Background: an optimization exercise with open tools, aiming at small area and a short achievable clock period. Do not read the settings as production practice. The RTL was checked by simulation tests, not by an equivalence proof against the original design. Power is estimated from default activity; no workload was simulated.

==> inputs of v32 <==
==> flow/design.v <==
module adder_floating_point(
							input logic signed [31:0]  operand_normalized_ieee_a , operand_normalized_ieee_b , 
							output logic signed [31:0]  final_sum , 
							output logic zero ,
							output logic overflow ,
							output logic underflow ,
							input logic op 
							);
logic carrynan;
logic signed [24:0]  fraction_a , fraction_b ; 
logic signed [24:0] sum ; 
logic [7:0] exponent_a , exponent_b , positive_difference , biggest_exponent;
logic signB;
always_comb
	begin
	sum = 0;
	carrynan = 0;
	overflow = 0;
	underflow = 0;
	signB=op^operand_normalized_ieee_b[31];
		fraction_a [22:0] = operand_normalized_ieee_a [22:0] ;
		fraction_a[23] = 1 ;
		fraction_a[24] = 0 ;
		exponent_a = operand_normalized_ieee_a [30:23] ;
		fraction_b [22:0] = operand_normalized_ieee_b [22:0] ;
		fraction_b[23] = 1 ;
		fraction_b[24] = 0 ;
		exponent_b = operand_normalized_ieee_b [30:23] ;
	if(exponent_a >= exponent_b)
		begin	
			positive_difference = exponent_a - exponent_b;
			fraction_b >>>= positive_difference ;
			biggest_exponent = exponent_a ; 
		end
	else 
		begin
			positive_difference = exponent_b - exponent_a;
			fraction_a>>>= positive_difference ;
			biggest_exponent = exponent_b;
		end
		if (&exponent_a & ~&exponent_b)
			final_sum = operand_normalized_ieee_a ;
		else if (&exponent_b & ~&exponent_a)
			begin	
			final_sum[30:0] = operand_normalized_ieee_b[30:0] ;
			final_sum[31] = signB ;
			end
		else if (&exponent_a & &exponent_b )
			begin
					if (operand_normalized_ieee_a[31] != signB)
							final_sum = 32'b01111111100000000000000000000001 ;
						else 
							begin
								{carrynan,final_sum[22:0]} = fraction_a + fraction_b ;
								final_sum[31] = operand_normalized_ieee_a[31];
								final_sum [30:23] = biggest_exponent ;
								if(carrynan)
									final_sum = 32'b01111111100000000000000000000001 ;
							end
			end
		else if ((operand_normalized_ieee_a==0)&(operand_normalized_ieee_b==0))
						final_sum = 32'b0;
		else if ((~&exponent_a & ~&exponent_b) & (operand_normalized_ieee_a[22:0] == operand_normalized_ieee_b[22:0]) & (operand_normalized_ieee_a[31] != signB) & (exponent_a == exponent_b) )
						final_sum = 32'b0;
			else
				begin
if(operand_normalized_ieee_a[31]==signB)
begin
		sum = fraction_a + fraction_b;	
		final_sum[31]=operand_normalized_ieee_a[31];
		if (sum[24] == 1 )
		begin
			biggest_exponent= biggest_exponent + 1 ;
			sum=sum>>1;
end					
end
else
if (exponent_a > exponent_b)
begin
			sum = fraction_a - fraction_b;	
      final_sum[31]=operand_normalized_ieee_a[31];
end
else if (exponent_a < exponent_b)
  begin
		sum = fraction_b - fraction_a;	
final_sum[31]=signB;
end
else if (fraction_a>=fraction_b)
  begin
		sum=fraction_a - fraction_b;
    final_sum[31]=operand_normalized_ieee_a[31];
end
else
  begin
		sum=fraction_b - fraction_a;
	final_sum[31]=signB;
	end
        if (sum[23]==0)
        for(int i =0 ; i<=23;i=i+1)	
        begin
          if(sum[23]==0)
          begin
            if (biggest_exponent>=1) 
            begin	
            biggest_exponent=biggest_exponent-1;
            sum=sum<<1;
            end
          end
        end
 if (sum[24] == 1 )
		begin
			biggest_exponent= biggest_exponent + 1 ;
			sum=sum>>1;
			end     
final_sum[30:23]=biggest_exponent;
final_sum[22:0]=sum[22:0];
		end
if (biggest_exponent == 0)
			begin
			underflow = 1 ; 
			end
else if (biggest_exponent > 8'd254)
			begin
			overflow = 1 ;
			end
zero = (~|final_sum);
end
endmodule
module fp_adder_top (
    input  logic        clk,
    input  logic        rst,
    input  logic        start,
    input  logic [31:0] operand_normalized_ieee_a,
    input  logic [31:0] operand_normalized_ieee_b,
    input  logic        op,
    output logic [31:0] final_sum,
    output logic        finish,
    output logic        zero,
    output logic        overflow,
    output logic        underflow
);
  logic [31:0] a_q, b_q;
  logic        op_q, valid_q;
  logic [31:0] sum_d;
  logic        zero_d, overflow_d, underflow_d;
  always_ff @(posedge clk) begin
    a_q  <= operand_normalized_ieee_a;
    b_q  <= operand_normalized_ieee_b;
    op_q <= op;
    if (rst) valid_q <= 1'b0;
    else     valid_q <= start;
  end
  adder_floating_point u_add (
      .operand_normalized_ieee_a(a_q),
      .operand_normalized_ieee_b(b_q),
      .final_sum(sum_d),
      .zero(zero_d),
      .overflow(overflow_d),
      .underflow(underflow_d),
      .op(op_q)
  );
  always_ff @(posedge clk) begin
    final_sum <= sum_d;
    zero      <= zero_d;
    overflow  <= overflow_d;
    underflow <= underflow_d;
    if (rst) finish <= 1'b0;
    else     finish <= valid_q;
  end
endmodule
==> flow/run.sh <==
#!/bin/bash
# synth_recipe.tcl (not shown) runs the flow's synth.tcl, then flattens the netlist and writes it again
# the make line also repeats each setting of config.mk as NAME=value (left out here)
make -C /OpenROAD-flow-scripts/flow DESIGN_CONFIG=/design/flow/config.mk WORK_HOME=/design/flow/orfs CLKGATE_MAP_FILE= SYNTH_SCRIPT=/design/flow/synth_recipe.tcl finish
==> flow/config.mk <==
export PLATFORM = sky130hd
export DESIGN_NAME = fp_adder_top
export DESIGN_NICKNAME = fp_adder_top
export VERILOG_FILES = /design/flow/design.v
export SDC_FILE = /design/flow/constraint.sdc
export NUM_CORES = 4
export LEC_CHECK = 0
export CAP_MARGIN = 20
export CORE_MARGIN = 2
export CORE_UTILIZATION = 40
export SLEW_MARGIN = 20
==> flow/constraint.sdc <==
create_clock -name core_clock -period 40.0 [get_ports {clk}]
set_input_delay 8.0000 -clock core_clock [delete_from_list [all_inputs] [get_ports {clk}]]
set_output_delay 8.0000 -clock core_clock [all_outputs]
set_load 0.01 [all_outputs]
==> v17 (differences from v32) <==
==> flow/design.v, changed modules only <==
module adder_floating_point (
    input  logic [31:0] operand_normalized_ieee_a,
    input  logic [31:0] operand_normalized_ieee_b,
    output logic [31:0] final_sum,
    output logic        zero,
    output logic        overflow,
    output logic        underflow,
    input  logic        op
);
  logic        sa, sb, eff_sub;
  logic [7:0]  ea, eb;
  logic [22:0] ma, mb;
  assign sa = operand_normalized_ieee_a[31];
  assign sb = operand_normalized_ieee_b[31] ^ op;
  assign ea = operand_normalized_ieee_a[30:23];
  assign eb = operand_normalized_ieee_b[30:23];
  assign ma = operand_normalized_ieee_a[22:0];
  assign mb = operand_normalized_ieee_b[22:0];
  assign eff_sub = sa ^ sb;
  logic [8:0]  dab;
  logic        e_ge, e_eq, a_big;
  logic [7:0]  diff, e_big;
  assign dab   = {1'b0, ea} - {1'b0, eb};
  assign e_ge  = ~dab[8];
  assign e_eq  = (ea == eb);
  assign diff  = e_ge ? dab[7:0] : (eb - ea);
  assign e_big = e_ge ? ea : eb;
  assign a_big = (e_ge & ~e_eq) | (e_eq & (ma >= mb));
  logic a_inf, b_inf, both_inf, one_inf, zcase;
  assign a_inf    = &ea;
  assign b_inf    = &eb;
  assign both_inf = a_inf & b_inf;
  assign one_inf  = a_inf ^ b_inf;
  assign zcase    = ((operand_normalized_ieee_a == 32'd0) & (operand_normalized_ieee_b == 32'd0)) |
                    (e_eq & (ma == mb) & eff_sub);
  logic [23:0] mx, my, my_sh;
  logic        sign;
  assign mx   = a_big ? {1'b1, ma} : {1'b1, mb};
  assign my   = a_big ? {1'b1, mb} : {1'b1, ma};
  assign sign = a_big ? sa : sb;
  assign my_sh = (one_inf | (diff > 8'd23)) ? 24'd0 : (my >> diff[4:0]);
  logic [24:0] s;
  assign s = eff_sub ? ({1'b0, mx} - {1'b0, my_sh}) : ({1'b0, mx} + {1'b0, my_sh});
  logic [23:0] t;
  logic [4:0]  lz;
  always_comb begin
    t = s[23:0];
    if (e_big < 8'd24) t[5'd23 - e_big[4:0]] = 1'b1;
    lz = 5'd0;
    for (int i = 0; i <= 23; i++)
      if (t[i]) lz = 5'(23 - i);
  end
  logic [23:0] s_l;
  logic [22:0] frac;
  logic [7:0]  e_n;
  assign s_l = s[23:0] << lz;
  always_comb begin
    if (!eff_sub && s[24]) begin
      frac = s[23:1];
      e_n  = e_big + 8'd1;
    end else if (!eff_sub) begin
      frac = s[22:0];
      e_n  = e_big;
    end else begin
      frac = s_l[22:0];
      e_n  = e_big - {3'd0, lz};
    end
  end
  always_comb begin
    if (both_inf) begin
      if (eff_sub | s[23]) final_sum = 32'h7f800001;
      else                 final_sum = {sa, 8'hff, s[22:0]};
    end else begin
      final_sum[31]    = sign & ~zcase;
      final_sum[30:23] = zcase ? 8'd0 : e_n;
      final_sum[22:0]  = frac;
    end
    overflow  = &final_sum[30:23];
    underflow = (final_sum[30:23] == 8'd0) & ~(zcase & (ea != 8'd0));
    zero      = ~|final_sum;
  end
endmodule
==> notes <==
Combinational power: v17 is lower than v32 (59%).
Between v17 and v32, the lower sequential share of layout area is in v32 (gap 7.2 points).
Of v17 and v32, v32 has the higher final cell count (gap 56%, measured against v32).
Between v17 and v32, the lower via count is in v17 (gap 54%, measured against v32).
Against v17, the final area of v32 is larger by about 120%.
Against v32, the utilization of v17 is lower by 0.33 points.
Against v32, the synthesized cell count of v17 is lower by 57%.
Between v32 and v17, the lower global-route usage is in v32 (gap 5.8 points).
In v32 the worst setup slack is worse than in v17, by 23 ns.

* * *

==> wip/lagoon: inputs <==
fp_adder_top, a different RTL version from the one above (not shown whole).
Design fp_adder_top, start of the top module:
module fp_adder_top (
    input  logic        clk,
    input  logic        rst,
    input  logic        start,
    input  logic [31:0] operand_normalized_ieee_a,
    input  logic [31:0] operand_normalized_ieee_b,
    input  logic        op,
    output logic [31:0] final_sum,
    output logic        finish,
    output logic        zero,
    output logic        overflow,
    output logic        underflow
);
==> module fp_adder_top, before the edit <==
module fp_adder_top (
    input  logic        clk,
    input  logic        rst,
    input  logic        start,
    input  logic [31:0] operand_normalized_ieee_a,
    input  logic [31:0] operand_normalized_ieee_b,
    input  logic        op,
    output logic [31:0] final_sum,
    output logic        finish,
    output logic        zero,
    output logic        overflow,
    output logic        underflow
);
  logic        sa, sb, eff_sub;
  logic [7:0]  ea, eb;
  logic [22:0] ma, mb;
  assign sa      = operand_normalized_ieee_a[31];
  assign sb      = operand_normalized_ieee_b[31] ^ op;
  assign ea      = operand_normalized_ieee_a[30:23];
  assign eb      = operand_normalized_ieee_b[30:23];
  assign ma      = operand_normalized_ieee_a[22:0];
  assign mb      = operand_normalized_ieee_b[22:0];
  assign eff_sub = sa ^ sb;
  logic [8:0] q;
  logic       gt, a_inf, b_inf;
  logic [7:0] sh;
  always_comb begin
    logic [7:0] g, p, gg, pp;
    g  = ea & ~eb;
    p  = ea ^ ~eb;
    gg = g;
    pp = p;
    for (int d = 1; d < 8; d = d * 2)
      for (int i = 0; i < 8; i++)
        if ((i / d) % 2 == 1) begin
          gg[i] = gg[i] | (pp[i] & gg[(i/d)*d - 1]);
          pp[i] = pp[i] & pp[(i/d)*d - 1];
        end
    q = {gg[7], p ^ {gg[6:0], 1'b0}};
  end
  assign gt    = q[8];
  assign a_inf = &ea;
  assign b_inf = &eb;
  assign sh    = q[7:0] ^ {8{~gt}};
  logic [22:0] x_d, y_d;
  logic [7:0]  e_big_d;
  logic [4:0]  sh_d;
  logic        drop_d, gt_d, both_inf_d, sign_d, zc_en_d;
  assign x_d        = gt ? ma : mb;
  assign y_d        = gt ? {1'b1, mb[22:1]} : ma;
  assign e_big_d    = gt ? ea : eb;
  assign sh_d       = sh[4:0];
  assign drop_d     = (a_inf ^ b_inf) | (|sh[7:5]) | (&sh[4:3]);
  assign both_inf_d = a_inf & b_inf;
  assign sign_d     = gt ? sa : sb;
  assign zc_en_d    = eff_sub | ((ea == 8'd0) & (eb == 8'd0) & ~sa & ~operand_normalized_ieee_b[31]);
  logic [22:0] x_q, y_q;
  logic [7:0]  e_big_q;
  logic [4:0]  sh_q;
  logic        drop_q, gt_q, both_inf_q, sign_q, zc_en_q, eff_sub_q, valid_q;
  always_ff @(posedge clk) begin
    x_q        <= x_d;
    y_q        <= y_d;
    e_big_q    <= e_big_d;
    sh_q       <= sh_d;
    drop_q     <= drop_d;
    gt_q       <= gt;
    both_inf_q <= both_inf_d;
    sign_q     <= sign_d;
    zc_en_q    <= zc_en_d;
    eff_sub_q  <= eff_sub;
    if (rst) valid_q <= 1'b0;
    else     valid_q <= start;
  end
  logic [31:0] sum_d;
  logic        uf_kill_d, uf_kill_q;
  adder_floating_point u_add (
      .x(x_q),
      .y(y_q),
      .e_big(e_big_q),
      .sh(sh_q),
      .drop(drop_q),
      .gt(gt_q),
      .both_inf(both_inf_q),
      .sign_in(sign_q),
      .zc_en(zc_en_q),
      .eff_sub(eff_sub_q),
      .final_sum(sum_d),
      .uf_kill(uf_kill_d)
  );
  always_ff @(posedge clk) begin
    final_sum <= sum_d;
    uf_kill_q <= uf_kill_d;
    if (rst) finish <= 1'b0;
    else     finish <= valid_q;
  end
  assign zero     = ~|final_sum;
  assign overflow  = &final_sum[30:23];
  assign underflow = ~|final_sum[30:23] & ~uf_kill_q;
endmodule
clock: 40.0 ns
lec_check: 0
cap_margin: 20
core_margin: 2
core_utilization: 40
slew_margin: 20
standard.sh (not shown) runs the stock make flow with config.mk's settings and CLKGATE_MAP_FILE= SYNTH_SCRIPT=/design/flow/synth_recipe.tcl, a recipe that flattens the netlist after the stock synthesis.
==> flow/flow/run.sh <==
#!/bin/bash
# Own layout flow. the standard synthesis, except that ABC maps the
# combinational logic with an area-recovering script (flow/map.abc); the
# registers are mapped by dfflibmap before ABC runs, so their names and cells
# are the standard synthesis's. Then ORFS's layout, as standard.sh runs it.
# Each tool's output goes to a log file in the work folder.
set -euo pipefail
W=$(pwd)
F=$W/flow
R=$W/orfs/results/$FLOW_PLATFORM/fp_adder_top/base

# synth_recipe.tcl with abc's -script argument replaced by flow/map.abc
{
  head -n 1 synth_recipe.tcl
  echo "proc abc {args} { set i [lsearch -exact \$args -script]; if {\$i >= 0} { lset args [expr {\$i + 1}] {$F/map.abc} }; yosys abc {*}\$args }"
  tail -n +2 synth_recipe.tcl
} > own_synth.tcl

# the make command line standard.sh uses, with our synthesis script; extra
# settings for every step come from flow/make_vars and for the floorplan step
# (whose timing repair only resizes gates) from flow/fp_vars, one VAR=value
# per line
mk=$(grep -o 'make -C .*finish}"' standard.sh | sed 's/ "\${@:-finish}"$//' | sed "s#SYNTH_SCRIPT=[^ ]*#SYNTH_SCRIPT=$W/own_synth.tcl#")
vars() {
  local out=()
  if [[ -f $1 ]]; then
    while read -r kv; do [[ -n $kv && $kv != \#* ]] && out+=("$kv"); done < "$1"
  fi
  echo "${out[*]:-}"
}
eval "$mk $(vars $F/make_vars) synth" > make_synth.log 2>&1
eval "$mk $(vars $F/make_vars) $(vars $F/fp_vars) floorplan" > make_floorplan.log 2>&1
eval "$mk $(vars $F/make_vars) finish" > make_finish.log 2>&1

: # left out here: write the final layout as DEF
==> flow/flow/fp_vars <==
SETUP_SLACK_MARGIN=31
==> flow/flow/make_vars <==
# extra make variables for the layout
BUFFER_PORTS_ARGS="-buffer_cell sky130_fd_sc_hd__buf_1"
CTS_BUF_LIST=sky130_fd_sc_hd__clkbuf_8
ADDER_MAP_FILE=
SETUP_SLACK_MARGIN=30
==> flow/flow/map.abc <==
strash
dch -f
amap
topo
stime -c
buffer -c
upsize -c
dnsize -c
==> wip/amber: changes against wip/lagoon <==
--- a/flow/design.v
+++ b/flow/design.v
@@ -8,11 +8,11 @@
     input  logic        both_inf,    
     input  logic        sign_in,     
     input  logic        zc_en,       
     input  logic        eff_sub,     
     output logic [31:0] final_sum,
-    output logic        uf_kill      
+    output logic        underflow
 );
   logic [23:0] mx, my, my_sh;
   assign mx    = {1'b1, x};
   assign my    = {~gt, y};
   assign my_sh = drop ? 24'd0 : (my >> sh);
@@ -46,38 +46,46 @@
     for (int i = 1; i < 24; i++)
       s[i] = p[i] ^ neg ^ (gs[i-1] | (ps[i-1] & cin));
     s[24] = gs[23];
   end
   assign sign = sign_in ^ neg;
-  logic [24:0] w, t;
-  assign w = s;
-  always_comb begin
-    t[24] = w[24] & ~eff_sub & ~both_inf;
+  logic [23:0] t;
+  always_comb
     for (int i = 0; i < 24; i++)
-      t[i] = w[i] | (e_big == 8'(23 - i));
-    t[23] = t[23] | both_inf;
-  end
-  logic [4:0] k;
-  lzc25 u_lzc (.x(t), .n(k));
-  logic [24:0] w_l;
+      t[i] = s[i] | (e_big == 8'(23 - i));
+  logic [4:0] lz;
+  lzc24 u_lzc (.x(t), .n(lz));
+  logic        carry;
+  logic [23:0] s_l;
   logic [22:0] frac;
   logic [7:0]  e_n;
-  assign w_l  = w << k;
-  assign frac = w_l[23:1];
-  assign e_n  = e_big + 8'd1 - {3'd0, k};
+  assign carry = ~eff_sub & s[24] & ~both_inf;
+  assign s_l   = s[23:0] << lz;
+  always_comb begin
+    if (carry) begin
+      frac = s[23:1];
+      e_n  = e_big + 8'd1;
+    end else if (!eff_sub) begin
+      frac = s[22:0];
+      e_n  = e_big;
+    end else begin
+      frac = s_l[22:0];
+      e_n  = e_big - {3'd0, lz};
+    end
+  end
   logic nan, zcase;
   assign nan   = both_inf & (eff_sub | s[23]);
   assign zcase = ~|s[23:0] & zc_en;
   always_comb begin
     final_sum[31]    = sign & ~zcase & ~nan;
     final_sum[30:23] = nan ? 8'hff : (zcase ? 8'd0 : e_n);
     final_sum[22:0]  = nan ? 23'd1 : frac;
-    uf_kill = zcase & (e_big != 8'd0);
+    underflow = (final_sum[30:23] == 8'd0) & ~(zcase & (e_big != 8'd0));
   end
 endmodule
-module lzc25 (
-    input  logic [24:0] x,
+module lzc24 (
+    input  logic [23:0] x,
     output logic [4:0]  n
 );
   logic [31:0] w;
   logic [1:0]  c1 [16];
   logic        a1 [16];
@@ -85,11 +93,11 @@
   logic        a2 [8];
   logic [2:0]  c3 [4];
   logic        a3 [4];
   logic [3:0]  c4 [2];
   logic        a4 [2];
-  assign w = {x, 7'h7f};
+  assign w = {x, 8'hff};
   always_comb begin
     for (int i = 0; i < 16; i++) begin
       a1[i] = ~(w[2*i+1] | w[2*i]);
       c1[i] = {1'b0, ~w[2*i+1]};
     end
@@ -132,24 +140,11 @@
   assign mb      = operand_normalized_ieee_b[22:0];
   assign eff_sub = sa ^ sb;
   logic [8:0] q;
   logic       gt, a_inf, b_inf;
   logic [7:0] sh;
-  always_comb begin
-    logic [7:0] g, p, gg, pp;
-    g  = ea & ~eb;
-    p  = ea ^ ~eb;
-    gg = g;
-    pp = p;
-    for (int d = 1; d < 8; d = d * 2)
-      for (int i = 0; i < 8; i++)
-        if ((i / d) % 2 == 1) begin
-          gg[i] = gg[i] | (pp[i] & gg[(i/d)*d - 1]);
-          pp[i] = pp[i] & pp[(i/d)*d - 1];
-        end
-    q = {gg[7], p ^ {gg[6:0], 1'b0}};
-  end
+  assign q     = {1'b0, ea} + {1'b0, ~eb};
   assign gt    = q[8];
   assign a_inf = &ea;
   assign b_inf = &eb;
   assign sh    = q[7:0] ^ {8{~gt}};
   logic [22:0] x_d, y_d;
@@ -161,11 +156,11 @@
   assign e_big_d    = gt ? ea : eb;
   assign sh_d       = sh[4:0];
   assign drop_d     = (a_inf ^ b_inf) | (|sh[7:5]) | (&sh[4:3]);
   assign both_inf_d = a_inf & b_inf;
   assign sign_d     = gt ? sa : sb;
-  assign zc_en_d    = eff_sub | ((ea == 8'd0) & (eb == 8'd0) & ~sa & ~operand_normalized_ieee_b[31]);
+  assign zc_en_d    = eff_sub | ((e_big_d == 8'd0) & ~sa & ~operand_normalized_ieee_b[31]);
   logic [22:0] x_q, y_q;
   logic [7:0]  e_big_q;
   logic [4:0]  sh_q;
   logic        drop_q, gt_q, both_inf_q, sign_q, zc_en_q, eff_sub_q, valid_q;
   always_ff @(posedge clk) begin
@@ -181,11 +176,11 @@
     eff_sub_q  <= eff_sub;
     if (rst) valid_q <= 1'b0;
     else     valid_q <= start;
   end
   logic [31:0] sum_d;
-  logic        uf_kill_d, uf_kill_q;
+  logic        underflow_d;
   adder_floating_point u_add (
       .x(x_q),
       .y(y_q),
       .e_big(e_big_q),
       .sh(sh_q),
@@ -194,17 +189,16 @@
       .both_inf(both_inf_q),
       .sign_in(sign_q),
       .zc_en(zc_en_q),
       .eff_sub(eff_sub_q),
       .final_sum(sum_d),
-      .uf_kill(uf_kill_d)
+      .underflow(underflow_d)
   );
   always_ff @(posedge clk) begin
     final_sum <= sum_d;
-    uf_kill_q <= uf_kill_d;
+    underflow <= underflow_d;
     if (rst) finish <= 1'b0;
     else     finish <= valid_q;
   end
   assign zero     = ~|final_sum;
-  assign overflow  = &final_sum[30:23];
-  assign underflow = ~|final_sum[30:23] & ~uf_kill_q;
+  assign overflow = &final_sum[30:23];
 endmodule
==> flow/flow/make_vars (replaced) <==
# extra make variables for the layout
SKIP_CTS_REPAIR_TIMING=1
SKIP_INCREMENTAL_REPAIR=1
==> flow/flow/map.abc (replaced) <==
strash
dc2
dch -f
amap
==> wip/pepper: changes against wip/lagoon <==
--- a/flow/design.v
+++ b/flow/design.v
@@ -153,11 +153,11 @@
   assign b_inf = &eb;
   assign sh    = q[7:0] ^ {8{~gt}};
   logic [22:0] x_d, y_d;
   logic [7:0]  e_big_d;
   logic [4:0]  sh_d;
-  logic        drop_d, gt_d, both_inf_d, sign_d, zc_en_d;
+  logic        drop_d, both_inf_d, sign_d, zc_en_d;
   assign x_d        = gt ? ma : mb;
   assign y_d        = gt ? {1'b1, mb[22:1]} : ma;
   assign e_big_d    = gt ? ea : eb;
   assign sh_d       = sh[4:0];
   assign drop_d     = (a_inf ^ b_inf) | (|sh[7:5]) | (&sh[4:3]);
==> flow/flow/run.sh (replaced) <==
#!/bin/bash
# Own layout flow: the standard ORFS flow with these changes.
#  - Synthesis is synth_recipe.tcl unchanged except that ABC maps the
#    combinational logic with flow/map.abc (area-oriented mapping, then ABC's
#    own buffering and sizing) instead of ORFS's script, and Yosys does not
#    extract full/half-adder cells (ADDER_MAP_FILE empty), so the prefix
#    adders stay prefix adders. The registers are mapped by dfflibmap before
#    either step, so their names and cells are the standard synthesis's.
set -euo pipefail
W=$(pwd)
F=$W/flow
R=$W/orfs/results/$FLOW_PLATFORM/fp_adder_top/base

# synth_recipe.tcl with abc's -script argument replaced by flow/map.abc
{
  head -n 1 synth_recipe.tcl
  echo "proc abc {args} { set i [lsearch -exact \$args -script]; if {\$i >= 0} { lset args [expr {\$i + 1}] {$F/map.abc} }; yosys abc {*}\$args }"
  tail -n +2 synth_recipe.tcl
} > own_synth.tcl

# the make command line standard.sh uses, with our synthesis script and the
# extra settings, one VAR=value per line
mk=$(grep -o 'make -C .*finish}"' standard.sh | sed 's/ "\${@:-finish}"$//' | sed "s#SYNTH_SCRIPT=[^ ]*#SYNTH_SCRIPT=$W/own_synth.tcl#")
vars() {
  local out=()
  if [[ -f $1 ]]; then
    while read -r kv; do [[ -n $kv && $kv != \#* ]] && out+=("$kv"); done < "$1"
  fi
  echo "${out[*]:-}"
}
eval "$mk $(vars $F/make_vars) synth" > make_synth.log 2>&1
eval "$mk $(vars $F/make_vars) $(vars $F/fp_vars) floorplan" > make_floorplan.log 2>&1
eval "$mk $(vars $F/make_vars) finish" > make_finish.log 2>&1

: # left out here: write the final layout as DEF
==> flow/flow/fp_vars (replaced) <==
# extra make variables for the floorplan step, whose repair only resizes gates
SETUP_SLACK_MARGIN=31
==> flow/flow/make_vars (replaced) <==
# extra make variables for every step of the layout (one VAR=value per line)
# one buffer per port, the smallest one; timing repair upsizes where needed
BUFFER_PORTS_ARGS="-buffer_cell sky130_fd_sc_hd__buf_1"
# clock tree buffers
CTS_BUF_LIST=sky130_fd_sc_hd__clkbuf_8
# no full/half-adder cell extraction in synthesis
ADDER_MAP_FILE=
# timing repair after clock tree synthesis and global routing aims at this
# setup slack (ns) on the 40 ns clock
SETUP_SLACK_MARGIN=30
==> impl_metrics.tcl <==
set metrics [dict create \
    core_area_mm2 0.0180 \
    reg2regPathDepth 43 \
    initial_core_util_pct 40.8 \
    path_buf_inv 3 \
    synth_top_area_share_pct 27.3 \
    seq_area_share_pct 24.3 \
    num-nets-final 1194 \
    fin_hold_ws_ps 462 \
    cp_common_cell "a21oi_2" \
    outcome "timing/DRC/antenna clean" \
    syn-instance-count 1054 \
    sw_frac_of_total_pct 48.4 \
    nNonClkBuffers 119 \
]
(the above is from wip/lagoon)
==> impl_metrics.tcl <==
set metrics [dict create \
    fin_hold_ws_ps 462 \
    seq_area_share_pct 24.3 \
    outcome "timing/DRC/antenna clean" \
    syn-instance-count 1054 \
    synth_top_area_share_pct 27.3 \
    core_area_mm2 0.0180 \
    cp_common_cell "a21oi_2" \
    path_buf_inv 3 \
    nNonClkBuffers 119 \
    reg2regPathDepth 43 \
]
(the above is from wip/pepper)
==> impl_metrics.tcl <==
set metrics [dict create \
    outcome "timing/DRC/antenna clean" \
    core_area_mm2 0.0181 \
    max_flop_register "final_sum" \
    syn_nets 1156 \
    clock-root-buffer "clkbuf_16" \
    num-nets-final 1283 \
    cp_num_cells 47 \
    nNonClkBuffers 116 \
    cp_common_cell "nor2_1" \
    grt_use_met1_pct 38.9 \
    die_h_um 140 \
    path_buf_inv 4 \
    fin_hold_ws_ps 442 \
    seq_area_share_pct 21.6 \
    reg2regPathDepth 47 \
    sw_frac_of_total_pct 48.1 \
    fin_area_mm2 0.00930 \
    seq_cell_count 100 \
]
(the above is from wip/amber)

## port drivers added, routing unchanged
In the flow no input, the clock included, has a driving cell. The finished layouts below were timed again as built, in two steps.
Step 1: set_driving_cell puts a clkbuf_16 on clk and a buf_2 on each other input, an assumption about the parent block.
Step 2, shift: input delay + t, output delay - t, t = (earliest + latest rising clock arrival at the registers) / 2. This alone moves slack from input paths to output paths.
Slacks: ideal ports / drivers / drivers and shift; pairs: ideal ports / drivers.
run	shift t [ns]	setup WS [ns]	worst setup path at the end	clock arrival spread, ns
v32	0.417	2.249 / 2.249 / 2.249	register to register	0.011 / 0.011
v17	0.432	25.630 / 25.630 / 25.630	register to register	0.009 / 0.010
wip/lagoon	0.428	30.090 / 30.110 / 29.682	input to register	0.019 / 0.018
wip/amber	0.399	28.615 / 28.615 / 28.251	input to register	0.012 / 0.011
wip/pepper	0.428	30.090 / 30.110 / 29.682	input to register	0.019 / 0.018
After both steps every run listed still meets setup and hold.
